From an optimization exercise on the open Yosys and OpenROAD flow, aimed at small area, a short achievable clock period and few clock cycles; shortcuts taken in it are not production practice.
For this run, only the layout was checked, not whether the RTL still works.
Power and IR drop assume default switching activity.

$ cat flow/config.mk
export PLATFORM = sky130hd
export DESIGN_NAME = lcd_ctrl
export DESIGN_NICKNAME = lcd_ctrl
export VERILOG_FILES = /design/flow/design.v
export SDC_FILE = /design/flow/constraint.sdc
export NUM_CORES = 4
export LEC_CHECK = 0
export ABC_CLOCK_PERIOD_IN_PS = 2000
export CAP_MARGIN = 20
export CORE_MARGIN = 2
export CORE_UTILIZATION = 60
export CTS_CLUSTER_DIAMETER = 100
export CTS_CLUSTER_SIZE = 30
export SETUP_SLACK_MARGIN = 2.5
export SLEW_MARGIN = 20
$ cat flow/constraint.sdc
create_clock -name core_clock -period 4.5 [get_ports {clk}]
set_input_delay 0.9000 -clock core_clock [delete_from_list [all_inputs] [get_ports {clk}]]
set_output_delay 0.9000 -clock core_clock [all_outputs]
set_load 0.01 [all_outputs]
$ cat flow/design.v
module lcd_ctrl(clk, reset, datain, cmd, cmd_valid, dataout, output_valid, busy);
input           clk;
input           reset;
input   [7:0]   datain;
input   [2:0]   cmd;
input           cmd_valid;
output reg [7:0]   dataout;
output reg         output_valid;
output reg         busy;
localparam REFLASH     = 3'd0;
localparam LOAD_DATA   = 3'd1;
localparam SHIFT_RIGHT = 3'd2;
localparam SHIFT_LEFT  = 3'd3;
localparam SHIFT_UP    = 3'd4;
localparam SHIFT_DOWN  = 3'd5;
reg [7:0] ring [0:35];
reg       loading;       
reg [1:0] wa;            
reg [1:0] wb1, wb0;      
reg [1:0] row, col;      
reg       active;        
reg [1:0] jr, jc;        
reg [1:0] ra, rb;        
reg       pend;          
reg       lpend;         
reg       rdy;           
wire accept  = cmd_valid & rdy;
wire is_load = accept & (cmd == LOAD_DATA);
function [1:0] inc3(input [1:0] x);
    inc3 = (x == 2'd2) ? 2'd0 : x + 2'd1;
endfunction
function [1:0] dec3(input [1:0] x);
    dec3 = (x == 2'd0) ? 2'd2 : x - 2'd1;
endfunction
wire mv_r = accept & (cmd != LOAD_DATA);
wire mr = mv_r & (cmd == SHIFT_RIGHT) & (col != 2'd3);
wire ml = mv_r & (cmd == SHIFT_LEFT)  & (col != 2'd0);
wire mu = mv_r & (cmd == SHIFT_UP)    & (row != 2'd0);
wire md = mv_r & (cmd == SHIFT_DOWN)  & (row != 2'd3);
wire mv_n = mu | md;      
wire m0   = ~(mr | ml | mu | md);
wire       b0z = (wb0 == 2'd0);
wire [1:0] wb1_dec = dec3(wb1);
wire [1:0] wb1_inc = inc3(wb1);
wire [1:0] na  = ({2{m0}} & (wa - 2'd1)) | ({2{mr}} & wa) |
                 ({2{ml}} & (wa - 2'd2)) | ({2{mv_n}} & (wa + 2'd1));
wire [1:0] nb0 = ({2{mr}} & wb0) | ({2{ml}} & inc3(wb0)) |
                 ({2{~(mr | ml)}} & dec3(wb0));
wire [1:0] nb1 = ({2{m0}} & (b0z ? wb1_dec : wb1)) |
                 ({2{mr}} & wb1) |
                 ({2{ml}} & ((wb0 == 2'd2) ? wb1 : wb1_dec)) |
                 ({2{mu}} & (b0z ? wb1 : wb1_inc)) |
                 ({2{md}} & (b0z ? wb1_inc : wb1_dec));
wire [1:0] wa_n  = is_load ? 2'd2 : na;
wire [1:0] wb1_n = is_load ? 2'd1 : nb1;
wire [1:0] wb0_n = is_load ? 2'd2 : nb0;
wire last    = active & (jr == 2'd2) & (jc == 2'd2);
wire free    = ~active | last;
wire aligned = mr ? (wb0 == 2'd1) : ml ? (wb0 == 2'd0) : (wb0 == 2'd2);
wire ld_rdy  = lpend & (wa == 2'd1) & (wb1 == 2'd0) & (wb0 == 2'd2);
wire ld_end  = (wa == 2'd3) & (wb1 == 2'd2) & (wb0 == 2'd0);
wire start   = free & (ld_rdy | ((pend | mv_r) & aligned));
wire       nxt_row = (jc == 2'd2);
wire [1:0] jr_c = nxt_row ? jr + 2'd1 : jr;
wire [1:0] jc_c = nxt_row ? 2'd0 : jc + 2'd1;
wire [1:0] ra_c = nxt_row ? ra - 2'd1 : ra;       
wire [1:0] rb_c = nxt_row ? inc3(rb) : rb;        
wire t8_c  = (ra_c == 2'd1) & (rb_c == 2'd2);
wire t9_c  = (ra_c == 2'd0) & (rb_c == 2'd0);
wire t10_c = (ra_c == 2'd3) & (rb_c == 2'd1);
wire unsafe_go = ((jr_c != 2'd2) & t10_c) |
                 ((jr_c == 2'd0) & (t8_c | t9_c));
wire [1:0] pb1 = b0z ? wb1_dec : wb1;
wire unsafe_start =
                    ((wa == 2'd2) & (pb1 == 2'd2)) |
                    ((wa == 2'd1) & (pb1 == 2'd0)) |
                    ((wa == 2'd0) & (pb1 == 2'd1));
wire pend_n    = (pend | mv_r) & ~start;
wire lpend_n   = is_load | (lpend & ~ld_rdy);
wire loading_n = is_load | (loading & ~ld_end);
wire busy_n    = accept | loading_n | pend_n | lpend_n |
                 (start ? unsafe_start : (active & ~last & unsafe_go));
always @(posedge clk or posedge reset) begin
    if (reset) begin
        active       <= 1'b0;
        pend         <= 1'b0;
        lpend        <= 1'b0;
        loading      <= 1'b0;
        busy         <= 1'b0;
        rdy          <= 1'b1;
        output_valid <= 1'b0;
    end else begin
        active       <= start | (active & ~last);
        pend         <= pend_n;
        lpend        <= lpend_n;
        loading      <= loading_n;
        busy         <= busy_n;
        rdy          <= ~busy_n;
        output_valid <= active;
    end
end
reg [7:0] rdata;
integer t;
always @(*) begin
    rdata = 8'd0;
    for (t = 0; t < 12; t = t + 1)
        if (ra == ((3 * t + 1) % 4) && rb == (t % 3))
            rdata = rdata | ring[3 * t + 1];
end
always @(posedge clk) begin
    wa    <= wa_n;
    wb1   <= wb1_n;
    wb0   <= wb0_n;
    dataout <= rdata;
    if (start) begin
        jr <= 2'd0;
        jc <= 2'd0;
        ra <= na;
        rb <= nb1;
    end else begin
        jr <= jr_c;
        jc <= jc_c;
        ra <= ra_c;
        rb <= rb_c;
    end
    if (is_load) begin
        row <= 2'd2;
        col <= 2'd2;
    end else begin
        if (mr) col <= col + 2'd1;
        if (ml) col <= col - 2'd1;
        if (mu) row <= row - 2'd1;
        if (md) row <= row + 2'd1;
    end
end
integer i;
always @(posedge clk) begin
    for (i = 0; i < 35; i = i + 1)
        ring[i] <= ring[i + 1];
    ring[35] <= loading ? datain : ring[0];
end
endmodule
$ cat flow/flow/run.sh
#!/bin/bash
# The standard layout (the standard.sh: standard synthesis, floorplan,
# placement, CTS, routing), with two settings changed:
#  - port buffers are buf_2 cells instead of the default delay-buffer choice;
#  - CTS clusters sinks 30 at a time within 100 um and adds no dummy loads.
# All of standard.sh's output goes to standard.log in this folder.
set -euo pipefail
export BUFFER_PORTS_ARGS="-buffer_cell sky130_fd_sc_hd__buf_2"
export CTS_ARGS="-sink_clustering_enable -repair_clock_nets -sink_clustering_size 30 -sink_clustering_max_diameter 100 -dont_use_dummy_load"
bash standard.sh > standard.log 2>&1
$ cat flow/standard.sh
#!/bin/bash
# synth_recipe.tcl (not shown) runs the flow's synth.tcl, then flattens the netlist and writes it again
# the make line also repeats each setting of config.mk as NAME=value (left out here)
make -C /OpenROAD-flow-scripts/flow DESIGN_CONFIG=/design/flow/config.mk WORK_HOME=/design/flow/orfs CLKGATE_MAP_FILE= SYNTH_SCRIPT=/design/flow/synth_recipe.tcl "${@:-finish}"
==> run summary <==
-- where the power goes --
part	switching [mW]	internal, mW	total, mW
registers	0.351	3.38	3.73
clock network	0.765	0.563	1.33
logic	0.732	0.621	1.35
-- repair_timing --
item                       CTS  global route
setup endpoints to repair   19            14
buffers inserted             3             5
hold buffers                 0             0
gates resized for setup     12            13
cloned                       0             1
pin swaps                    1             3
-- metrics by stage --
| stage | worst slack [ns] | utilization [%] |
|---|---|---|
| floorplan | 2.05 | - |
| global placement | 1.78 | 62.8 |
| detailed placement | 1.75 | 62.8 |
| CTS | 2.42 | 65.8 |
| global route | 2.46 | 66.4 |
| finish | 2.53 | 66.4 |
-- layer usage --
metal	global-route usage (%)	vias up	part of all wire, %
li1	-	2156	-
met5	0	-	0
met1	27.0	2133	49
met2	30.7	104	45
met3	3.02	20	4.8
met4	4.02	0	1.2
-- logic make-up (layout without fill, tap and decap cells) --
| kind of cell | Yosys count | after routing | share of synthesized area, % |
|---|---|---|---|
| flops | 321 | 321 | 76.5 |
| compound gates | 111 | 111 | 9.79 |
| simple gates | 93 | 94 | 5.84 |
| buf+inv | 41 | 63 | 2.03 |
| fa+ha+maj | 19 | 19 | 2.81 |
| mux | 19 | 19 | 2.49 |
| xor+xnor | 5 | 5 | 0.518 |
-- flip-flops by register name (all words and copies together), names as in the netlist --
signal	flops
lpend	1
jr	2
wb0	2
col	2
dataout	8
busy	1
row	2
loading	1
wa	2
pend	1
ra	2
ring	288
wb1	2
jc	2
rb	2
rdy	1
output_valid	1
active	1
-- Yosys cell counts (all sizes together), types with 2 or more instances --
library cell    n  area (um2)
a211o           2        17.5
a211oi          4        30.0
a21oi          10        53.8
a221oi          6        52.6
a222oi          9        90.1
a22o            6        52.6
a22oi          19         143
a311o           3        30.0
a31oi           4        25.0
a32oi           2        17.5
and2            3        18.8
and3            3        18.8
and3b           2        17.5
buf             5        36.3
clkbuf         19        71.3
dfrtp           6         150
dfxtp         314        6290
ha             19         238
inv            17        63.8
mux2           13         150
mux2i           6        60.1
nand2          28         105
nand2b          6        37.5
nand3          12        60.1
nand4           2        12.5
nor2           13        48.8
nor2b           7        43.8
nor3            6        35.0
o2111ai         5        43.8
o211ai          2        15.0
o21a            3        22.5
o21ai          17        85.1
o221ai          3        26.3
o22ai           5        31.3
o311a           2        20.0
o31ai           4        30.0
or2             3        18.8
or3             3        18.8
xnor2           5        43.8
-- layout make-up --
cell class	instances	share of cell area, %
flip-flops and latches	321	70.5
inverters	17	0.695
clock buffers	14	3.81
repair buffers	32	2.04
multi-input cells	248	20.5
well taps	180	2.45
-- how the worst max path moves through the flow --
| stage | start | endpoint | depth (start not counted) |
|---|---|---|---|
| 3_3_place_gp | cmd[2] | ra[1] | 6 |
| 2_1_floorplan | cmd[2] | ra[1] | 7 |
| 3_5_place_dp | cmd[2] | ra[1] | 6 |
| 6_report | cmd[2] | ra[1] | 6 |
| 4_1_cts | cmd[2] | ra[1] | 6 |
| 5_1_grt | cmd[2] | ra[1] | 6 |
==> run_results.csv <==
group,metric,value,unit
grt,grt_use_total,18.9,%
synth,ys.flop_type,"dfxtp_1",
synth,ys_seq_area_share,76.5,%
finish,multiInputGateArea,1890,um2
synth,ys_async_sr_fraction,2.18,%
clocking,cts_tree,"built",
finish,area_delta_synth_final,8.79,%
clocking,numCtsBuffers,14,
flow_run,max_cap_viol_count,0,
synth,synth_nets,642,
worst_setup_path,r2r-end,"ra[1]",
worst_setup_path,cp-end-kind,"register",
drt,num_vias,4413,
grt,grt_pass1_vias,4415,
min_path,hp-class,"reg -> reg",
placed_design,dp_hpwl,8.74,mm
drt,drtIter0Drc,425,
finish,drive_gt1_share,13.4,%
sta,tightest_slew,0.715,ns
sta,relSlewSlack,52.0,%
synth,synth_area_per_cell,13.9,um2
drt,dr.pass1.iters,5,
floorplan,die_area,15000,um2
sta,hold_ws,0.307,ns
finish,design_area,9190,um2
placed_design,post_dp_cell_area,8690,um2
worst_setup_path,crit_type,"in -> reg",
clocking,clock_latency,0.49,ns
finish,fill_cells,1036,
finish,seq_area,6470,um2
worst_setup_path,worstSetupStartpointType,"input pin",
finish,final_common_cell,"dfxtp_1",
power,p_leak,3.74,nW
min_path,min_to,"ring[19][0]",
grt,grt_max_degree,31,
worst_setup_path,crit_chain,"buf_4 -> nand4b_4 -> or3b_1 -> a21oi_2 -> o21a_4 -> mux2_4",
drt,wl,13.9,mm
drt,wire_per_inst,17.2,um
finish,antenna_cells,0,
worst_setup_path,path_delay_family,"simple AND/OR/NAND/NOR gates",
clocking,cts_sinks,321,
finish,instances_no_fill,812,
placed_design,io_buffers,23,
floorplan,boundaryPins,24,
synth,synth.distinct_cells,56,
worst_setup_path,crit_buf_inv,1,
clocking,clkTransAtPathRegs,0.12,ns
sta,max_freq,507,MHz
grt,grt_first_pass_wirelength,22.2,mm
synth,synth_cells,609,
power,total_power,6.41,mW
floorplan,core,13800,um2
drt,ant_nets,0,
floorplan,initial_core_util,61.1,%
clocking,cts-root-buf,"clkbuf_16",
grt,overflow,0,
min_path,min_from,"ring[20][0]",
worst_setup_path,ff2ff_path_depth,5,
worst_setup_path,critical_path.max_fanout,10,
power,p_per_area,698,nW/um2
worst_setup_path,slowest_delay,0.39,ns
worst_setup_path,r2r_slack,2.57,ns
floorplan,die_width,123,um
placed_design,place.gp.congestion,0.847,
placed_design,dp.cells,789,
worst_setup_path,r2r_start,"rdy",
finish,final_cell_mix,"306 x dfxtp_1, 28 x nand2_1, 21 x buf_2, 19 x a22oi_1",
sta,rsz0062_at_grt,"yes",
sta,finClkSkew,0.0351,ns
floorplan,fp.dieH,123,um
clocking,clockBufferDepth,3,
sta,hold_viol_final,0,
clocking,htreeDepth,1,
worst_setup_path,cp_data_required_time,4.87,ns
min_path,min_path_cells,0,
worst_setup_path,cp.arrival,2.34,ns
sta,layout_min_cycle_time,1.97,ns
power,vdd_drop_max,0.404,mV
finish,nNetsFinal,667,
floorplan,num_rows,43,
drt,via_per_inst,5.43,
grt,grt_antenna_before_repair,0,
sta,final_max_slew_viol_count,0,
synth,synth_edf_count,0,
drt,drc,0,
sta,tns,0,ns
sta,fin_crit_sh,43.9,%
outcome,outcome,"no timing/DRC/antenna violations",
synth,synth_seq_cells,321,
worst_setup_path,cpMaxStageDelayCell,"or3b_1",
synth,synth_area,8450,um2
synth,yosys_warnings,2,
sta,setup_viol,0,

## afterwards: timing with drivers on the ports
No port has a modelled driver above. Below, the same layout with a new extraction and two added sets of constraints. Step 1, drivers: a clkbuf_16 drives clk and a buf_2 each remaining input, both assumed. Step 2 also shifts input and output timing later by t, the mid clock arrival at the registers, as if the neighbouring blocks saw the same clock. Three values: ideal, step 1, step 2; two values: the first two.
shift t [ns]: 0.510
setup WS [ns]: 2.526 / 2.542 / 2.033
worst setup path at the end: input to register
clock arrival spread, ns: 0.043 / 0.043
After both steps setup and hold are still met in this run. The setup slack of this run moves by +0.016 ns with the drivers and by -0.493 ns with both steps.
